Background: an optimization exercise with open tools, aiming at small area and a short achievable clock period. Do not read the settings as production practice. The RTL was checked by simulation tests, not by an equivalence proof against the original design. Power and IR drop assume default switching activity.

==> inputs of 11-27 <==
// muitiplier
module muitiplier(
    input clk,rstn,
    input pipeline_muitiplier_flush,
    input pipeline_muitiplier_stall,
    input [4:0] pipeline_muitiplier_subtype,
    input [31:0] pipeline_muitiplier_din1,
    input [31:0] pipeline_muitiplier_din2,
    output [31:0] muitiplier_pipeline_dout
);
Settings: LEC_CHECK=0, ABC_AREA=1, CAP_MARGIN=20, CORE_MARGIN=2, CORE_UTILIZATION=55, SLEW_MARGIN=20, SYNTH_HIERARCHICAL=1; clock period 12.0 ns.
standard.sh (not shown) runs the stock make flow with config.mk's settings and CLKGATE_MAP_FILE= SYNTH_SCRIPT=/design/flow/synth_recipe.tcl, a recipe that flattens the netlist after the stock synthesis.
==> flow/flow/run.sh <==
#!/bin/bash
# The standard ORFS layout (standard.sh) with three changes:
#  - every port still gets a buffer, but a buf_2 instead of the slow
#    clkdlybuf4s50_1 that buffer_ports picks by default;
#  - clock tree synthesis without dummy loads;
#  - timing repair aims for the setup slack in SETUP_SLACK_MARGIN below.
set -euo pipefail
export BUFFER_PORTS_ARGS="-buffer_cell sky130_fd_sc_hd__buf_2"
export CTS_ARGS="-sink_clustering_enable -repair_clock_nets -dont_use_dummy_load -buf_list {sky130_fd_sc_hd__clkbuf_4 sky130_fd_sc_hd__clkbuf_8}"
export SETUP_SLACK_MARGIN=5.6
bash standard.sh > standard_flow.log 2>&1
==> inputs of 07-02, as changes to 11-27 <==
CORE_UTILIZATION = 70   (was 55)
==> inputs of 08-28, as changes to 11-27 <==
--- a/flow/design.v
+++ b/flow/design.v
@@ -13,15 +13,15 @@
     wire [31:0] a = pipeline_muitiplier_din1;
     wire [31:0] b = pipeline_muitiplier_din2;
     wire sgn = (mode == 5'd1);
     wire a32 = sgn & a[31];
     wire b32 = sgn & b[31];
     wire one0 = b[0] ^ 1'b0;
     wire two0 = (b[1] & ~b[0] & ~1'b0) | (~b[1] & b[0] & 1'b0);
-    wire neg0 = b[1];
+    wire neg0 = b[1] & ~(b[0] & 1'b0);
     wire [33:0] pp0;
     assign pp0[0] = ((one0 & a[0]) | (two0 & 1'b0)) ^ neg0;
     assign pp0[1] = ((one0 & a[1]) | (two0 & a[0])) ^ neg0;
     assign pp0[2] = ((one0 & a[2]) | (two0 & a[1])) ^ neg0;
     assign pp0[3] = ((one0 & a[3]) | (two0 & a[2])) ^ neg0;
     assign pp0[4] = ((one0 & a[4]) | (two0 & a[3])) ^ neg0;
     assign pp0[5] = ((one0 & a[5]) | (two0 & a[4])) ^ neg0;
@@ -51,15 +51,15 @@
     assign pp0[29] = ((one0 & a[29]) | (two0 & a[28])) ^ neg0;
     assign pp0[30] = ((one0 & a[30]) | (two0 & a[29])) ^ neg0;
     assign pp0[31] = ((one0 & a[31]) | (two0 & a[30])) ^ neg0;
     assign pp0[32] = ((one0 & a32) | (two0 & a[31])) ^ neg0;
     assign pp0[33] = ((one0 & a32) | (two0 & a32)) ^ neg0;
     wire one1 = b[2] ^ b[1];
     wire two1 = (b[3] & ~b[2] & ~b[1]) | (~b[3] & b[2] & b[1]);
-    wire neg1 = b[3];
+    wire neg1 = b[3] & ~(b[2] & b[1]);
     wire [33:0] pp1;
     assign pp1[0] = ((one1 & a[0]) | (two1 & 1'b0)) ^ neg1;
     assign pp1[1] = ((one1 & a[1]) | (two1 & a[0])) ^ neg1;
     assign pp1[2] = ((one1 & a[2]) | (two1 & a[1])) ^ neg1;
     assign pp1[3] = ((one1 & a[3]) | (two1 & a[2])) ^ neg1;
     assign pp1[4] = ((one1 & a[4]) | (two1 & a[3])) ^ neg1;
     assign pp1[5] = ((one1 & a[5]) | (two1 & a[4])) ^ neg1;
@@ -89,15 +89,15 @@
     assign pp1[29] = ((one1 & a[29]) | (two1 & a[28])) ^ neg1;
     assign pp1[30] = ((one1 & a[30]) | (two1 & a[29])) ^ neg1;
     assign pp1[31] = ((one1 & a[31]) | (two1 & a[30])) ^ neg1;
     assign pp1[32] = ((one1 & a32) | (two1 & a[31])) ^ neg1;
     assign pp1[33] = ((one1 & a32) | (two1 & a32)) ^ neg1;
     wire one2 = b[4] ^ b[3];
     wire two2 = (b[5] & ~b[4] & ~b[3]) | (~b[5] & b[4] & b[3]);
-    wire neg2 = b[5];
+    wire neg2 = b[5] & ~(b[4] & b[3]);
     wire [33:0] pp2;
     assign pp2[0] = ((one2 & a[0]) | (two2 & 1'b0)) ^ neg2;
     assign pp2[1] = ((one2 & a[1]) | (two2 & a[0])) ^ neg2;
     assign pp2[2] = ((one2 & a[2]) | (two2 & a[1])) ^ neg2;
     assign pp2[3] = ((one2 & a[3]) | (two2 & a[2])) ^ neg2;
     assign pp2[4] = ((one2 & a[4]) | (two2 & a[3])) ^ neg2;
     assign pp2[5] = ((one2 & a[5]) | (two2 & a[4])) ^ neg2;
@@ -127,15 +127,15 @@
     assign pp2[29] = ((one2 & a[29]) | (two2 & a[28])) ^ neg2;
     assign pp2[30] = ((one2 & a[30]) | (two2 & a[29])) ^ neg2;
     assign pp2[31] = ((one2 & a[31]) | (two2 & a[30])) ^ neg2;
     assign pp2[32] = ((one2 & a32) | (two2 & a[31])) ^ neg2;
     assign pp2[33] = ((one2 & a32) | (two2 & a32)) ^ neg2;
     wire one3 = b[6] ^ b[5];
     wire two3 = (b[7] & ~b[6] & ~b[5]) | (~b[7] & b[6] & b[5]);
-    wire neg3 = b[7];
+    wire neg3 = b[7] & ~(b[6] & b[5]);
     wire [33:0] pp3;
     assign pp3[0] = ((one3 & a[0]) | (two3 & 1'b0)) ^ neg3;
     assign pp3[1] = ((one3 & a[1]) | (two3 & a[0])) ^ neg3;
     assign pp3[2] = ((one3 & a[2]) | (two3 & a[1])) ^ neg3;
     assign pp3[3] = ((one3 & a[3]) | (two3 & a[2])) ^ neg3;
     assign pp3[4] = ((one3 & a[4]) | (two3 & a[3])) ^ neg3;
     assign pp3[5] = ((one3 & a[5]) | (two3 & a[4])) ^ neg3;
@@ -165,15 +165,15 @@
     assign pp3[29] = ((one3 & a[29]) | (two3 & a[28])) ^ neg3;
     assign pp3[30] = ((one3 & a[30]) | (two3 & a[29])) ^ neg3;
     assign pp3[31] = ((one3 & a[31]) | (two3 & a[30])) ^ neg3;
     assign pp3[32] = ((one3 & a32) | (two3 & a[31])) ^ neg3;
     assign pp3[33] = ((one3 & a32) | (two3 & a32)) ^ neg3;
     wire one4 = b[8] ^ b[7];
     wire two4 = (b[9] & ~b[8] & ~b[7]) | (~b[9] & b[8] & b[7]);
-    wire neg4 = b[9];
+    wire neg4 = b[9] & ~(b[8] & b[7]);
     wire [33:0] pp4;
     assign pp4[0] = ((one4 & a[0]) | (two4 & 1'b0)) ^ neg4;
     assign pp4[1] = ((one4 & a[1]) | (two4 & a[0])) ^ neg4;
     assign pp4[2] = ((one4 & a[2]) | (two4 & a[1])) ^ neg4;
     assign pp4[3] = ((one4 & a[3]) | (two4 & a[2])) ^ neg4;
     assign pp4[4] = ((one4 & a[4]) | (two4 & a[3])) ^ neg4;
     assign pp4[5] = ((one4 & a[5]) | (two4 & a[4])) ^ neg4;
@@ -203,15 +203,15 @@
     assign pp4[29] = ((one4 & a[29]) | (two4 & a[28])) ^ neg4;
     assign pp4[30] = ((one4 & a[30]) | (two4 & a[29])) ^ neg4;
     assign pp4[31] = ((one4 & a[31]) | (two4 & a[30])) ^ neg4;
     assign pp4[32] = ((one4 & a32) | (two4 & a[31])) ^ neg4;
     assign pp4[33] = ((one4 & a32) | (two4 & a32)) ^ neg4;
     wire one5 = b[10] ^ b[9];
     wire two5 = (b[11] & ~b[10] & ~b[9]) | (~b[11] & b[10] & b[9]);
-    wire neg5 = b[11];
+    wire neg5 = b[11] & ~(b[10] & b[9]);
     wire [33:0] pp5;
     assign pp5[0] = ((one5 & a[0]) | (two5 & 1'b0)) ^ neg5;
     assign pp5[1] = ((one5 & a[1]) | (two5 & a[0])) ^ neg5;
     assign pp5[2] = ((one5 & a[2]) | (two5 & a[1])) ^ neg5;
     assign pp5[3] = ((one5 & a[3]) | (two5 & a[2])) ^ neg5;
     assign pp5[4] = ((one5 & a[4]) | (two5 & a[3])) ^ neg5;
     assign pp5[5] = ((one5 & a[5]) | (two5 & a[4])) ^ neg5;
@@ -241,15 +241,15 @@
     assign pp5[29] = ((one5 & a[29]) | (two5 & a[28])) ^ neg5;
     assign pp5[30] = ((one5 & a[30]) | (two5 & a[29])) ^ neg5;
     assign pp5[31] = ((one5 & a[31]) | (two5 & a[30])) ^ neg5;
     assign pp5[32] = ((one5 & a32) | (two5 & a[31])) ^ neg5;
     assign pp5[33] = ((one5 & a32) | (two5 & a32)) ^ neg5;
     wire one6 = b[12] ^ b[11];
     wire two6 = (b[13] & ~b[12] & ~b[11]) | (~b[13] & b[12] & b[11]);
-    wire neg6 = b[13];
+    wire neg6 = b[13] & ~(b[12] & b[11]);
     wire [33:0] pp6;
     assign pp6[0] = ((one6 & a[0]) | (two6 & 1'b0)) ^ neg6;
     assign pp6[1] = ((one6 & a[1]) | (two6 & a[0])) ^ neg6;
     assign pp6[2] = ((one6 & a[2]) | (two6 & a[1])) ^ neg6;
     assign pp6[3] = ((one6 & a[3]) | (two6 & a[2])) ^ neg6;
     assign pp6[4] = ((one6 & a[4]) | (two6 & a[3])) ^ neg6;
     assign pp6[5] = ((one6 & a[5]) | (two6 & a[4])) ^ neg6;
@@ -279,15 +279,15 @@
     assign pp6[29] = ((one6 & a[29]) | (two6 & a[28])) ^ neg6;
     assign pp6[30] = ((one6 & a[30]) | (two6 & a[29])) ^ neg6;
     assign pp6[31] = ((one6 & a[31]) | (two6 & a[30])) ^ neg6;
     assign pp6[32] = ((one6 & a32) | (two6 & a[31])) ^ neg6;
     assign pp6[33] = ((one6 & a32) | (two6 & a32)) ^ neg6;
     wire one7 = b[14] ^ b[13];
     wire two7 = (b[15] & ~b[14] & ~b[13]) | (~b[15] & b[14] & b[13]);
-    wire neg7 = b[15];
+    wire neg7 = b[15] & ~(b[14] & b[13]);
     wire [33:0] pp7;
     assign pp7[0] = ((one7 & a[0]) | (two7 & 1'b0)) ^ neg7;
     assign pp7[1] = ((one7 & a[1]) | (two7 & a[0])) ^ neg7;
     assign pp7[2] = ((one7 & a[2]) | (two7 & a[1])) ^ neg7;
     assign pp7[3] = ((one7 & a[3]) | (two7 & a[2])) ^ neg7;
     assign pp7[4] = ((one7 & a[4]) | (two7 & a[3])) ^ neg7;
     assign pp7[5] = ((one7 & a[5]) | (two7 & a[4])) ^ neg7;
@@ -317,15 +317,15 @@
     assign pp7[29] = ((one7 & a[29]) | (two7 & a[28])) ^ neg7;
     assign pp7[30] = ((one7 & a[30]) | (two7 & a[29])) ^ neg7;
     assign pp7[31] = ((one7 & a[31]) | (two7 & a[30])) ^ neg7;
     assign pp7[32] = ((one7 & a32) | (two7 & a[31])) ^ neg7;
     assign pp7[33] = ((one7 & a32) | (two7 & a32)) ^ neg7;
     wire one8 = b[16] ^ b[15];
     wire two8 = (b[17] & ~b[16] & ~b[15]) | (~b[17] & b[16] & b[15]);
-    wire neg8 = b[17];
+    wire neg8 = b[17] & ~(b[16] & b[15]);
     wire [33:0] pp8;
     assign pp8[0] = ((one8 & a[0]) | (two8 & 1'b0)) ^ neg8;
     assign pp8[1] = ((one8 & a[1]) | (two8 & a[0])) ^ neg8;
     assign pp8[2] = ((one8 & a[2]) | (two8 & a[1])) ^ neg8;
     assign pp8[3] = ((one8 & a[3]) | (two8 & a[2])) ^ neg8;
     assign pp8[4] = ((one8 & a[4]) | (two8 & a[3])) ^ neg8;
     assign pp8[5] = ((one8 & a[5]) | (two8 & a[4])) ^ neg8;
@@ -355,15 +355,15 @@
     assign pp8[29] = ((one8 & a[29]) | (two8 & a[28])) ^ neg8;
     assign pp8[30] = ((one8 & a[30]) | (two8 & a[29])) ^ neg8;
     assign pp8[31] = ((one8 & a[31]) | (two8 & a[30])) ^ neg8;
     assign pp8[32] = ((one8 & a32) | (two8 & a[31])) ^ neg8;
     assign pp8[33] = ((one8 & a32) | (two8 & a32)) ^ neg8;
     wire one9 = b[18] ^ b[17];
     wire two9 = (b[19] & ~b[18] & ~b[17]) | (~b[19] & b[18] & b[17]);
-    wire neg9 = b[19];
+    wire neg9 = b[19] & ~(b[18] & b[17]);
     wire [33:0] pp9;
     assign pp9[0] = ((one9 & a[0]) | (two9 & 1'b0)) ^ neg9;
     assign pp9[1] = ((one9 & a[1]) | (two9 & a[0])) ^ neg9;
     assign pp9[2] = ((one9 & a[2]) | (two9 & a[1])) ^ neg9;
     assign pp9[3] = ((one9 & a[3]) | (two9 & a[2])) ^ neg9;
     assign pp9[4] = ((one9 & a[4]) | (two9 & a[3])) ^ neg9;
     assign pp9[5] = ((one9 & a[5]) | (two9 & a[4])) ^ neg9;
@@ -393,15 +393,15 @@
     assign pp9[29] = ((one9 & a[29]) | (two9 & a[28])) ^ neg9;
     assign pp9[30] = ((one9 & a[30]) | (two9 & a[29])) ^ neg9;
     assign pp9[31] = ((one9 & a[31]) | (two9 & a[30])) ^ neg9;
     assign pp9[32] = ((one9 & a32) | (two9 & a[31])) ^ neg9;
     assign pp9[33] = ((one9 & a32) | (two9 & a32)) ^ neg9;
     wire one10 = b[20] ^ b[19];
     wire two10 = (b[21] & ~b[20] & ~b[19]) | (~b[21] & b[20] & b[19]);
-    wire neg10 = b[21];
+    wire neg10 = b[21] & ~(b[20] & b[19]);
     wire [33:0] pp10;
     assign pp10[0] = ((one10 & a[0]) | (two10 & 1'b0)) ^ neg10;
     assign pp10[1] = ((one10 & a[1]) | (two10 & a[0])) ^ neg10;
     assign pp10[2] = ((one10 & a[2]) | (two10 & a[1])) ^ neg10;
     assign pp10[3] = ((one10 & a[3]) | (two10 & a[2])) ^ neg10;
     assign pp10[4] = ((one10 & a[4]) | (two10 & a[3])) ^ neg10;
     assign pp10[5] = ((one10 & a[5]) | (two10 & a[4])) ^ neg10;
@@ -431,15 +431,15 @@
     assign pp10[29] = ((one10 & a[29]) | (two10 & a[28])) ^ neg10;
     assign pp10[30] = ((one10 & a[30]) | (two10 & a[29])) ^ neg10;
     assign pp10[31] = ((one10 & a[31]) | (two10 & a[30])) ^ neg10;
     assign pp10[32] = ((one10 & a32) | (two10 & a[31])) ^ neg10;
     assign pp10[33] = ((one10 & a32) | (two10 & a32)) ^ neg10;
     wire one11 = b[22] ^ b[21];
     wire two11 = (b[23] & ~b[22] & ~b[21]) | (~b[23] & b[22] & b[21]);
-    wire neg11 = b[23];
+    wire neg11 = b[23] & ~(b[22] & b[21]);
     wire [33:0] pp11;
     assign pp11[0] = ((one11 & a[0]) | (two11 & 1'b0)) ^ neg11;
     assign pp11[1] = ((one11 & a[1]) | (two11 & a[0])) ^ neg11;
     assign pp11[2] = ((one11 & a[2]) | (two11 & a[1])) ^ neg11;
     assign pp11[3] = ((one11 & a[3]) | (two11 & a[2])) ^ neg11;
     assign pp11[4] = ((one11 & a[4]) | (two11 & a[3])) ^ neg11;
     assign pp11[5] = ((one11 & a[5]) | (two11 & a[4])) ^ neg11;
@@ -469,15 +469,15 @@
     assign pp11[29] = ((one11 & a[29]) | (two11 & a[28])) ^ neg11;
     assign pp11[30] = ((one11 & a[30]) | (two11 & a[29])) ^ neg11;
     assign pp11[31] = ((one11 & a[31]) | (two11 & a[30])) ^ neg11;
     assign pp11[32] = ((one11 & a32) | (two11 & a[31])) ^ neg11;
     assign pp11[33] = ((one11 & a32) | (two11 & a32)) ^ neg11;
     wire one12 = b[24] ^ b[23];
     wire two12 = (b[25] & ~b[24] & ~b[23]) | (~b[25] & b[24] & b[23]);
-    wire neg12 = b[25];
+    wire neg12 = b[25] & ~(b[24] & b[23]);
     wire [33:0] pp12;
     assign pp12[0] = ((one12 & a[0]) | (two12 & 1'b0)) ^ neg12;
     assign pp12[1] = ((one12 & a[1]) | (two12 & a[0])) ^ neg12;
     assign pp12[2] = ((one12 & a[2]) | (two12 & a[1])) ^ neg12;
     assign pp12[3] = ((one12 & a[3]) | (two12 & a[2])) ^ neg12;
     assign pp12[4] = ((one12 & a[4]) | (two12 & a[3])) ^ neg12;
     assign pp12[5] = ((one12 & a[5]) | (two12 & a[4])) ^ neg12;
@@ -507,15 +507,15 @@
     assign pp12[29] = ((one12 & a[29]) | (two12 & a[28])) ^ neg12;
     assign pp12[30] = ((one12 & a[30]) | (two12 & a[29])) ^ neg12;
     assign pp12[31] = ((one12 & a[31]) | (two12 & a[30])) ^ neg12;
     assign pp12[32] = ((one12 & a32) | (two12 & a[31])) ^ neg12;
     assign pp12[33] = ((one12 & a32) | (two12 & a32)) ^ neg12;
     wire one13 = b[26] ^ b[25];
     wire two13 = (b[27] & ~b[26] & ~b[25]) | (~b[27] & b[26] & b[25]);
-    wire neg13 = b[27];
+    wire neg13 = b[27] & ~(b[26] & b[25]);
     wire [33:0] pp13;
     assign pp13[0] = ((one13 & a[0]) | (two13 & 1'b0)) ^ neg13;
     assign pp13[1] = ((one13 & a[1]) | (two13 & a[0])) ^ neg13;
     assign pp13[2] = ((one13 & a[2]) | (two13 & a[1])) ^ neg13;
     assign pp13[3] = ((one13 & a[3]) | (two13 & a[2])) ^ neg13;
     assign pp13[4] = ((one13 & a[4]) | (two13 & a[3])) ^ neg13;
     assign pp13[5] = ((one13 & a[5]) | (two13 & a[4])) ^ neg13;
@@ -545,15 +545,15 @@
     assign pp13[29] = ((one13 & a[29]) | (two13 & a[28])) ^ neg13;
     assign pp13[30] = ((one13 & a[30]) | (two13 & a[29])) ^ neg13;
     assign pp13[31] = ((one13 & a[31]) | (two13 & a[30])) ^ neg13;
     assign pp13[32] = ((one13 & a32) | (two13 & a[31])) ^ neg13;
     assign pp13[33] = ((one13 & a32) | (two13 & a32)) ^ neg13;
     wire one14 = b[28] ^ b[27];
     wire two14 = (b[29] & ~b[28] & ~b[27]) | (~b[29] & b[28] & b[27]);
-    wire neg14 = b[29];
+    wire neg14 = b[29] & ~(b[28] & b[27]);
     wire [33:0] pp14;
     assign pp14[0] = ((one14 & a[0]) | (two14 & 1'b0)) ^ neg14;
     assign pp14[1] = ((one14 & a[1]) | (two14 & a[0])) ^ neg14;
     assign pp14[2] = ((one14 & a[2]) | (two14 & a[1])) ^ neg14;
     assign pp14[3] = ((one14 & a[3]) | (two14 & a[2])) ^ neg14;
     assign pp14[4] = ((one14 & a[4]) | (two14 & a[3])) ^ neg14;
     assign pp14[5] = ((one14 & a[5]) | (two14 & a[4])) ^ neg14;
@@ -583,15 +583,15 @@
     assign pp14[29] = ((one14 & a[29]) | (two14 & a[28])) ^ neg14;
     assign pp14[30] = ((one14 & a[30]) | (two14 & a[29])) ^ neg14;
     assign pp14[31] = ((one14 & a[31]) | (two14 & a[30])) ^ neg14;
     assign pp14[32] = ((one14 & a32) | (two14 & a[31])) ^ neg14;
     assign pp14[33] = ((one14 & a32) | (two14 & a32)) ^ neg14;
     wire one15 = b[30] ^ b[29];
     wire two15 = (b[31] & ~b[30] & ~b[29]) | (~b[31] & b[30] & b[29]);
-    wire neg15 = b[31];
+    wire neg15 = b[31] & ~(b[30] & b[29]);
     wire [33:0] pp15;
     assign pp15[0] = ((one15 & a[0]) | (two15 & 1'b0)) ^ neg15;
     assign pp15[1] = ((one15 & a[1]) | (two15 & a[0])) ^ neg15;
     assign pp15[2] = ((one15 & a[2]) | (two15 & a[1])) ^ neg15;
     assign pp15[3] = ((one15 & a[3]) | (two15 & a[2])) ^ neg15;
     assign pp15[4] = ((one15 & a[4]) | (two15 & a[3])) ^ neg15;
     assign pp15[5] = ((one15 & a[5]) | (two15 & a[4])) ^ neg15;
==> flow/flow/run.sh (replaced) <==
#!/bin/bash
# The standard ORFS layout (standard.sh) with three changes:
#  - every port still gets a buffer, but a buf_4 instead of the slow
#    clkdlybuf4s50_1 that buffer_ports picks by default;
#  - clock tree synthesis without dummy loads;
#  - timing repair aims for the setup slack in SETUP_SLACK_MARGIN below.
set -euo pipefail
export BUFFER_PORTS_ARGS="-buffer_cell sky130_fd_sc_hd__buf_4"
export CTS_ARGS="-sink_clustering_enable -repair_clock_nets -dont_use_dummy_load -buf_list {sky130_fd_sc_hd__clkbuf_4 sky130_fd_sc_hd__clkbuf_8}"
export SETUP_SLACK_MARGIN=5.6
bash standard.sh > standard_flow.log 2>&1
==> run notes <==
item                                                                                                       08-28                    11-27                    07-02
Clock transition at the register clock pins on the worst setup and hold paths after CTS                  0.09 ns                  0.08 ns                  0.07 ns
Detailed-routed wire length on met3                                                                     16580 um                 14330 um                 16600 um
Time the final worst path needs with I/O delays and setup                                               6.439 ns                 6.474 ns                 6.397 ns
Multi-input combinational cell area                                                                   21890 um^2               21790 um^2               21760 um^2
Final cell utilization of the core                                                                        59.68%                   61.66%                   78.16%
Simple-gate share of the synthesized area                                                                 5.054%                   4.802%                   4.802%
Top cell type's share of synthesized area                                                                 35.22%                   35.43%                   35.43%
Maximum single-stage delay on the critical path                                                          0.57 ns                  0.53 ns                  0.57 ns
Met2 Usage GRT                                                                                            62.02%                   59.87%                   71.90%
Proportion of synthesized chip area in sequential cells                                                   13.22%                   13.30%                   13.30%
Final Cycle Share                                                                                         53.66%                   53.95%                   53.31%
Fraction of the mapped netlist area in compound gates                                                     15.02%                   15.17%                   15.17%
Leakage                                                                                                 12.03 nW                 12.33 nW                 12.36 nW
Total routed wire length on the met1 layer                                                              39370 um                 37260 um                 33300 um
Clock network power share                                                                                   3.0%                     3.4%                     3.6%
Vias post-DR                                                                                              23.12k                   22.92k                   24.03k
Distinct cell type count after synthesis                                                                      44                       42                       42
Status                                                                                   complete, no violations  complete, no violations  complete, no violations
Number of tapcells                                                                                           615                      615                      511
Power density cells                                                                                336.5 nW/um^2            287.7 nW/um^2            287.4 nW/um^2
GR Layer Usage met1                                                                                       56.82%                   51.12%                   62.13%
Synthesized area per cell                                                                             10.05 um^2               9.969 um^2               9.969 um^2

port drivers added, routing unchanged:
In the flow no input, the clock included, has a driving cell. The finished layouts below were timed again as built, in two steps.
Step 1: set_driving_cell puts a clkbuf_16 on clk and a buf_2 on each other input, an assumption about the parent block.
Step 2 also shifts input and output timing later by t, the mid clock arrival at the registers, as if the neighbouring blocks saw the same clock.
a / b / c = ideal / step 1 / step 2; a / b = the first two.
| run | t, ns | setup WS [ns] | worst hold slack (ns) |
|---|---|---|---|
| 11-27 | 0.605 | 5.526 / 5.562 / 4.957 | 0.849 / 0.849 / 0.849 |
| 07-02 | 0.621 | 5.603 / 5.601 / 5.013 | 0.831 / 0.831 / 0.831 |
| 08-28 | 0.567 | 5.561 / 5.598 / 5.032 | 1.087 / 1.087 / 1.087 |
After both steps setup and hold are still met in every run listed. For 07-02, which loses most, drivers alone change the setup slack by -0.002 ns; drivers and shift together by -0.590 ns.
